This is an optimization exercise on Yosys and OpenROAD, whose aim is a short achievable clock period and few clock cycles, not a production implementation. Only simulation tests tie the RTL to the original design; equivalence was not proved.

==> inputs of job 9782 <==
Design toplevel, start of the top module:
module toplevel(
    input clk, clk_en, rst,
    input [31:0] inst_in, data_in,
    output mem_we, mem_req,
    output [3:0] mask,
    output [31:0] data_out,
    output [29:0] inst_addr, data_addr
);
export LEC_CHECK = 0
export CAP_MARGIN = 20
export CORE_MARGIN = 2
export CORE_UTILIZATION = 40
export SETUP_SLACK_MARGIN = 5.0
export SLEW_MARGIN = 20
create_clock -name core_clock -period 10.5 [get_ports {clk}]
standard.sh (not shown) runs the stock make flow with config.mk's settings and CLKGATE_MAP_FILE= SYNTH_SCRIPT=/design/flow/synth_recipe.tcl, a recipe that flattens the netlist after the stock synthesis.
==> flow/flow/run.sh <==
#!/bin/bash
# The standard layout, with repair_timing asked for a larger setup margin
# (it stops at the target otherwise) and limited to the worst endpoints.
set -o pipefail
bash standard.sh SETUP_SLACK_MARGIN=6.2 TNS_END_PERCENT=30 finish 2>&1 | tee standard_flow.log
==> inputs of job 5489, as changes to job 9782 <==
==> flow/flow/run.sh (replaced) <==
#!/bin/bash
# The standard layout, with repair_timing asked for a larger setup margin
# (it stops at the target otherwise) and limited to the worst endpoints.
set -o pipefail
bash standard.sh SETUP_SLACK_MARGIN=5.9 TNS_END_PERCENT=20 finish 2>&1 | tee standard_flow.log
==> inputs of job 4313, as changes to job 9782 <==
--- a/flow/design.v
+++ b/flow/design.v
@@ -212,17 +212,15 @@
     output mem_we, mem_req,
     output [3:0] mask,
     output [31:0] data_out,
     output [29:0] inst_addr, data_addr
 );
-    reg  [29:0] fpc;       
-    reg  [29:0] fpc_inv;   
-    wire [29:0] pc_f = ~fpc_inv;
+    reg  [29:0] fpc;
     reg         dv, dbh, dbt, hold;
     reg  [29:0] dpc;
     reg  [31:0] dir_h;
-    reg         ev, efa, efb, efs, efs_w;
+    reg         ev, efa, efb, efs;
     reg         r_redir;         
     reg  [29:0] r_tgt;           
     reg         e_ld, e_st, e_jal, e_jalr, e_br, e_wr, e_const;
     reg  [4:0]  erd;
     reg  [3:0]  efn;
@@ -285,11 +283,11 @@
         e1 = ev_ & e_wr_ & (erd_ == ins[20:16]);
         e2 = ev_ & e_wr_ & (erd_ == ins[11:7]);
         m1 = mv_ & mwr_ & (mrd_ == ins[20:16]) & mld_;
         m2 = mv_ & mwr_ & (mrd_ == ins[11:7]) & mld_;
         stall_of = (u1 & ((e1 & e_ld_) | (!e1 & m1))) |
-                   (u2 & ((e2 & e_ld_) | (!e2 & m2 & (op != 3'd3))));
+                   (u2 & ((e2 & e_ld_) | (!e2 & m2)));
     endfunction
     wire stall_h = stall_of(dir_h, ev, e_wr, e_ld, mv, mwr, mld, erd, mrd);
     wire stall_i = stall_of(inst_in, ev, e_wr, e_ld, mv, mwr, mld, erd, mrd);
     wire stall = dv & (hold ? stall_h : stall_i);
     wire [29:0] dpc1;
@@ -310,14 +308,14 @@
     wire [29:0] dtgt = hold ? dtgt_h : dtgt_i;
     wire is_ctrl = is_jal | is_jalr | is_br;
     wire static_taken = is_jal | (is_br & dinst[25]);
     wire dr_tgt = !dbh & static_taken;
     wire dr_seq = dbt & !is_ctrl;
-    wire [29:0] dpred = dr_tgt ? dtgt : dr_seq ? dpc1 : pc_f;
+    wire [29:0] dpred = dr_tgt ? dtgt : dr_seq ? dpc1 : fpc;
     wire [31:0] a  = efa ? mres : ea;
     wire [31:0] bb = efb ? mres : eb;    
-    wire [31:0] sd = efs ? mres : efs_w ? ld_val : es;    
+    wire [31:0] sd = efs ? mres : es;    
     wire [31:0] alu_out;
     alu alu_inst(.a(a), .b(bb), .op(efn), .res(alu_out));
     wire [31:0] eres = e_const ? econst : alu_out;
     wire [31:0] addr;
     pfx_add #(32) a_addr(.a(a), .b(eimm), .cin(1'b0), .s(addr), .cout());
@@ -344,46 +342,40 @@
     wire [31:0] st_data;
     wire [3:0]  st_mask;
     mem_adj sadj(.from_reg(sd), .fn4(efn), .addr_low(addr[1:0]), .to_mem(st_data), .mask(st_mask));
     wire bt_hit, bt_taken;
     wire [29:0] bt_target;
-    fetch_stage btb(.clk(clk), .rst(rst), .clk_en(clk_en), .pc(pc_f),
+    fetch_stage btb(.clk(clk), .rst(rst), .clk_en(clk_en), .pc(fpc),
         .hit(bt_hit), .taken(bt_taken), .target(bt_target),
         .w_pc(epc), .w_target(enext), .w_valid(ev_e & (e_jal | e_jalr | e_br)), .w_taken(taken));
     wire [29:0] fpc1;
-    pfx_add #(30) a_fpc1(.a(pc_f), .b(30'd0), .cin(1'b1), .s(fpc1), .cout());
+    pfx_add #(30) a_fpc1(.a(fpc), .b(30'd0), .cin(1'b1), .s(fpc1), .cout());
     wire [29:0] fnext = bt_taken ? bt_target : fpc1;
     wire d_go = dv & !stall & !r_redir;
     wire d_redir = dv & (dr_tgt | dr_seq);
     wire f_adv = !stall | r_redir;
     wire [29:0] fpc_adv = r_redir ? r_tgt : d_redir ? dpred : fnext;
     wire dv_n = !rst & !r_redir & (stall | !d_redir);
     wire hold_n = !rst & !r_redir & stall;
     always_ff @(posedge clk) begin
         if(clk_en) begin
-            if(rst) begin
-                fpc <= 30'h0;
-                fpc_inv <= ~30'h0;
-            end else if(f_adv) begin
-                fpc <= fpc_adv;
-                fpc_inv <= ~fpc_adv;
-            end
+            if(rst) fpc <= 30'h0;
+            else if(f_adv) fpc <= fpc_adv;
             dv <= dv_n;
             hold <= hold_n;
             dir_h <= dinst;
             if(!stall) begin
-                dpc <= pc_f;
+                dpc <= fpc;
                 dbh <= bt_hit;
                 dbt <= bt_taken;
             end
             ev <= !rst & d_go;
             r_redir <= !rst & eredir;
             r_tgt <= enext;
             efa <= hitE1;
             efb <= hitE2 & is_alu;
             efs <= hitE2;
-            efs_w <= !hitE2 & hitM2 & mld;
             e_ld <= is_ld;
             e_st <= is_st;
             e_jal <= is_jal;
             e_jalr <= is_jalr;
             e_br <= is_br;
==> flow/flow/run.sh (replaced) <==
#!/bin/bash
# The standard layout, with repair_timing asked for a larger setup margin
# (it stops at the target otherwise) and limited to the worst endpoints.
set -o pipefail
bash standard.sh SETUP_SLACK_MARGIN=5.9 TNS_END_PERCENT=20 finish 2>&1 | tee standard_flow.log
==> impl_metrics.env <==
export IMPL_status="no timing/DRC/antenna violations"
export IMPL_dr_wl_met3_um=71690
export IMPL_met1Wirelength_um=236400
export IMPL_critical_path_required_ps=8400
export IMPL_synth_common_cells="edfxtp_1 (3,153), nand2_1 (2,554), nand3_1 (1,145)"
export IMPL_seq_share=0.4917
export IMPL_die_h_um=648.3
export IMPL_p_comb_mw=8.36
export IMPL_crit_family="flip-flops"
That was job 4313.
==> impl_metrics.env <==
export IMPL_met1Wirelength_um=253600
export IMPL_skew_ps=182.3
export IMPL_clockBufferDepth=4
export IMPL_max_cap_violations=1
export IMPL_multi_input_area_mm2=0.07130
export IMPL_slew_violations=3
export IMPL_so_faults="capacitance limit, slew limit"
export IMPL_crit_family="multiplexers"
export IMPL_hold_violations=0
export IMPL_die_h_um=650.1
export IMPL_critical_path_required_ps=11400
export IMPL_multi_input_cells=9200
export IMPL_status="failed layout checks"
export IMPL_largest_register="rf.memory"
export IMPL_p_comb_mw=8.66
That was job 9782.
==> impl_metrics.env <==
export IMPL_multi_input_area_share=0.3561
export IMPL_crit_family="compound AO/OA/AOI/OAI gates"
export IMPL_seq_share=0.4938
export IMPL_critical_path_required_ps=11190
export IMPL_p_comb_mw=7.83
export IMPL_met1Wirelength_um=233700
export IMPL_die_h_um=650.1
export IMPL_dr_wl_met3_um=69580
export IMPL_vdd_ir_drop_worst_mv=0.1385
export IMPL_status="no timing/DRC/antenna violations"
export IMPL_synth_common_cells="edfxtp_1 (3,184), nand2_1 (2,526), nand3_1 (1,134)"
export IMPL_synth_cell_types=93
export IMPL_ios=165
export IMPL_clk_share=0.05640
export IMPL_synth_compound_area_share=0.09552
export IMPL_buffers=828
That was job 5489.
Testbench counts of job 9782, summed over its fixed seeds: cycles 118,110.
Testbench counts of job 5489, summed over its fixed seeds: cycles 118,110.
Testbench counts of job 4313, summed over its fixed seeds: cycles 118,853.

==> what the ideal ports hide <==
In the flow no input, the clock included, has a driving cell. The finished layouts below were timed again as built, in two steps.
Step 1: set_driving_cell puts a clkbuf_16 on clk and a buf_2 on each other input, an assumption about the parent block.
Step 2 moves the port delays by t, midway between the first and last clock arrival at a register: inputs arrive t later, outputs are due t later. That takes back most of the time a late clock gives input paths.
a / b / c = ideal ports / drivers / drivers and shift; a / b = the first two.
| run | shift t [ns] | setup WS [ns] | cell pins on the clock port's net |
|---|---|---|---|
| job 9782 | 1.163 | 5.420 / 5.370 / 4.206 | 1 |
| job 5489 | 1.054 | 5.479 / 5.371 / 4.398 | 1 |
| job 4313 | 1.059 | 5.600 / 5.177 / 4.564 | 1 |
The setup slack of job 9782, which loses most, moves by -0.050 ns with the drivers and by -1.214 ns with both steps.
